From an optimization exercise on the open Yosys and OpenROAD flow, aimed at small area; shortcuts taken in it are not production practice.
Where RTL was checked, it was by simulation tests only, not by an equivalence proof against the original.
The clock port is modelled as an ideal driver; clocking choices that lean on that would not hold on a real chip.
Power is estimated from default activity; no workload was simulated.

==> module spi_master, before the edit <==
module spi_master
(
input               clk             ,
input               rst_n           ,
output              SPI4wire_SCK    ,
output              SPI4wire_CS_N   ,
output              SPI4wire_MOSI   ,
input               SPI4wire_MISO   ,
input   [15:0]      par_freq_div    ,
input   [7:0]       par_adr_sclknum ,
input   [7:0]       par_dat_sclknum ,
input               par_cpha        ,
input               par_cpol        ,
input               tx_tvalid       ,
input   [31:0]      tx_tdata        ,
output              tx_tready       ,
output              rx_tvalid       ,
output  [31:0]      rx_tdata
);
localparam I1 = 3'b000, I0 = 3'b001, IR = 3'b010, FN = 3'b011,
           L1 = 3'b100, LD = 3'b101, RN = 3'b111;
reg [2:0]  state;
reg        sck;
reg [14:0] half_cnt;    
reg        half;        
reg [5:0]  bit_cnt;     
reg [31:0] shreg;
reg        mosi;
reg        flag;
wire [5:0] sclk_num = par_adr_sclknum[5:0] + par_dat_sclknum[5:0];
wire       tready   = (state == I1);
wire       rvalid   = (state == IR);
wire       cs_n     = ~(state[2] & state[0]);
wire       accept   = tx_tvalid & tready;
wire       idle     = ~state[2] & ~(state[1] & state[0]);
wire       active   = state[2];    
wire       trail    = bit_cnt[5] & bit_cnt[4];
wire       term     = (half_cnt[14:1] == 14'd0) & (half_cnt[0] ^ (half & par_freq_div[0]));
wire       ev_mid   = active & term & ~half;
wire       ev_end   = active & term & half;
wire       in_bits  = state[2] & state[1] & ~trail;
wire       sample   = in_bits & (par_cpha ? ev_end : ev_mid);
wire       tx_step  = par_cpha ? (ev_mid & ~trail) : (ev_end & ~trail & (bit_cnt != 6'd0));
assign SPI4wire_SCK  = sck;
assign SPI4wire_CS_N = cs_n;
assign SPI4wire_MOSI = mosi;
assign tx_tready     = tready;
assign rx_tvalid     = rvalid;
assign rx_tdata      = shreg;
always @(posedge clk or negedge rst_n)
begin
    if (!rst_n) begin
        state  <= I0;
        sck    <= 1'b0;
    end else begin
        case (state)
        I0, IR: state <= I1;
        I1: if (tx_tvalid) state <= L1;
        L1: state <= LD;
        LD: if (ev_end) state <= RN;
        RN: if (ev_end & trail) state <= FN;
        FN: state <= flag ? IR : I0;
        default: state <= I0;
        endcase
        if (idle)
            sck <= par_cpol;
        else if (term & in_bits)
            sck <= ~sck;
    end
end
always @(posedge clk)
begin
    if (~active | term)
        half_cnt <= par_freq_div[15:1];
    else
        half_cnt <= half_cnt - 1'b1;
    half <= active & (half ^ term);
    if (idle)
        bit_cnt <= sclk_num;
    else if (ev_end)
        bit_cnt <= bit_cnt - 1'b1;
end
wire [3:0]  t2 = {1'b0, sclk_num[1] & sclk_num[0], sclk_num[1], sclk_num[1] | sclk_num[0]};
wire [7:0]  t3 = {t2 & {4{sclk_num[2]}}, t2 | {4{sclk_num[2]}}};
wire [15:0] t4 = {t3 & {8{sclk_num[3]}}, t3 | {8{sclk_num[3]}}};
wire        hi = sclk_num[5] | sclk_num[4];
wire [31:0] keep = {(t4 & {16{sclk_num[4]}}) | {16{sclk_num[5]}}, t4 | {16{hi}}};
integer i;
always @(posedge clk)
begin
    if (accept) begin
        for (i = 0; i < 32; i = i + 1)
            shreg[i] <= tx_tdata[i] & keep[31 - i];
        flag <= tx_tdata[31];
    end else if (sample)
        shreg <= {shreg[30:0], SPI4wire_MISO};
    if ((state[2] & ~state[1]) | tx_step)
        mosi <= shreg[31];
end
endmodule
export LEC_CHECK = 0
export CAP_MARGIN = 20
export CORE_MARGIN = 2
export CORE_UTILIZATION = 65
export SLEW_MARGIN = 20
create_clock -name core_clock -period 6.0 [get_ports {clk}]
standard.sh (not shown) runs the stock make flow with config.mk's settings and CLKGATE_MAP_FILE= SYNTH_SCRIPT=/design/flow/synth_recipe.tcl, a recipe that flattens the netlist after the stock synthesis.
==> flow/flow/run.sh <==
#!/bin/bash
# Standard ORFS layout (standard.sh) with these changes:
#  - synthesis maps logic with an area-oriented ABC script (flow/area.abc);
#    everything else in the synthesis script is the standard flow's own synth_recipe.tcl
#  - port buffers use buf_1
#  - CTS with clkbuf_4 only and no dummy loads; afterwards leaf buffers whose
#    flip-flops see a slow clock edge are upsized to clkbuf_8 (flow/post_cts.tcl)
set -euo pipefail
W=$PWD
{ head -1 synth_recipe.tcl
  echo "proc abc {args} { set i [lsearch \$args -script]; lset args [expr {\$i+1}] $W/flow/area.abc; yosys abc {*}\$args }"
  tail -n +2 synth_recipe.tcl; } > area_synth.tcl
export BUFFER_PORTS_ARGS="-buffer_cell sky130_fd_sc_hd__buf_1"
export CTS_ARGS="-sink_clustering_enable -repair_clock_nets -dont_use_dummy_load -buf_list {sky130_fd_sc_hd__clkbuf_4}"
export POST_CTS_TCL=$W/flow/post_cts.tcl
bash standard.sh SYNTH_SCRIPT=$W/area_synth.tcl finish > standard_flow.log 2>&1
==> flow/flow/area.abc <==
strash
&get -n
&fraig -x
&put
scorr
dc2
strash
dc2
dc2
&get -n
&dch -f
&nf -R 1000
&put
==> flow/flow/post_cts.tcl <==
# After CTS: upsize each leaf clock buffer (one that drives flip-flops) whose
# flip-flop clock pins see a slew above the threshold, then re-legalize.
proc upsize_leaf_clock_buffers { limit_ns bigger } {
  estimate_parasitics -placement
  set n 0
  foreach inst [[ord::get_db_block] getInsts] {
    set m [[$inst getMaster] getName]
    if {![string match sky130_fd_sc_hd__clkbuf_* $m] || $m == $bigger} continue
    set net [[$inst findITerm X] getNet]
    set worst 0.0
    set flops 0
    foreach pin [get_pins -of_objects [get_nets [$net getName]]] {
      if {[get_property $pin direction] != "input"} continue
      if {[get_property $pin name] != "CLK"} continue
      incr flops
      set s [get_property $pin slew_max]
      if {$s > $worst} { set worst $s }
    }
    puts "clock buffer [$inst getName] $m drives $flops flip-flops, worst clock-pin slew $worst"
    if {$flops > 0 && $worst > $limit_ns} {
      $inst swapMaster [[ord::get_db] findMaster $bigger]
      incr n
    }
  }
  puts "upsized $n clock buffers"
  if {$n > 0} {
    detailed_placement
    estimate_parasitics -placement
  }
}
upsize_leaf_clock_buffers 0.095 sky130_fd_sc_hd__clkbuf_8
==> next run, changes <==
--- a/flow/design.v
+++ b/flow/design.v
@@ -33,15 +33,15 @@
 wire       cs_n     = ~(state[2] & state[0]);
 wire       accept   = tx_tvalid & tready;
 wire       idle     = ~state[2] & ~(state[1] & state[0]);
 wire       active   = state[2];    
-wire       trail    = bit_cnt[5] & bit_cnt[4];
 wire       term     = (half_cnt[14:1] == 14'd0) & (half_cnt[0] ^ (half & par_freq_div[0]));
 wire       ev_mid   = active & term & ~half;
 wire       ev_end   = active & term & half;
-wire       in_bits  = state[2] & state[1] & ~trail;
+wire       last_end = bit_cnt[5] & ~bit_cnt[0];           
+wire       in_bits  = state[2] & state[1] & (half ? ~last_end : ~bit_cnt[5]);
 wire       sample   = in_bits & (par_cpha ? ev_end : ev_mid);
-wire       tx_step  = par_cpha ? (ev_mid & ~trail) : (ev_end & ~trail & (bit_cnt != 6'd0));
+wire       tx_step  = ~bit_cnt[5] & (par_cpha ? ev_mid : ev_end);
 assign SPI4wire_SCK  = sck;
 assign SPI4wire_CS_N = cs_n;
 assign SPI4wire_MOSI = mosi;
 assign tx_tready     = tready;
@@ -57,9 +57,9 @@
         I0, IR: state <= I1;
         I1: if (tx_tvalid) state <= L1;
         L1: state <= LD;
         LD: if (ev_end) state <= RN;
-        RN: if (ev_end & trail) state <= FN;
+        RN: if (ev_end & last_end) state <= FN;
         FN: state <= flag ? IR : I0;
         default: state <= I0;
         endcase
         if (idle)
@@ -76,9 +76,9 @@
         half_cnt <= half_cnt - 1'b1;
     half <= active & (half ^ term);
     if (idle)
         bit_cnt <= sclk_num;
-    else if (ev_end)
+    else if (ev_mid)
         bit_cnt <= bit_cnt - 1'b1;
 end
 wire [3:0]  t2 = {1'b0, sclk_num[1] & sclk_num[0], sclk_num[1], sclk_num[1] | sclk_num[0]};
 wire [7:0]  t3 = {t2 & {4{sclk_num[2]}}, t2 | {4{sclk_num[2]}}};
After rerunning: Global-route usage shrinks by 0.56 points. Final cell count goes down by 1.9%. Wire length goes down by about 5%. Worst setup slack improves by 0.72 ns. First-iteration DRC count rises by about 4.5%. Die area drops by about 1.2%. Sequential power drops by about 1%. Critical path depth stays the same. Core utilization grows by 3.0 points.
No functional check of the RTL was part of the first run of this note.

-- static timing again, ports no longer ideal --
Ports are ideal in the flow. The routed layouts listed here were re-timed in OpenROAD.
Step 1: set_driving_cell puts a clkbuf_16 on clk and a buf_2 on each other input, an assumption about the parent block.
Step 2 moves the port delays by t, midway between the first and last clock arrival at a register: inputs arrive t later, outputs are due t later. That takes back most of the time a late clock gives input paths.
Slacks: ideal / step 1 / step 2; pairs: ideal / step 1.
| run | shift t [ns] | slack for setup (ns) | latest minus earliest clock arrival (ns) | slew at the worst register clock pin (ns) |
|---|---|---|---|---|
| the first run | 0.423 | 1.667 / 1.669 / 1.245 | 0.027 / 0.027 | 0.10 / 0.10 |
| the second run | 0.415 | 2.387 / 2.385 / 1.970 | 0.023 / 0.024 | 0.09 / 0.09 |
After both steps setup and hold are still met in every run listed. The setup slack of the first run, which loses most, moves by +0.002 ns with the drivers and by -0.422 ns with both steps.
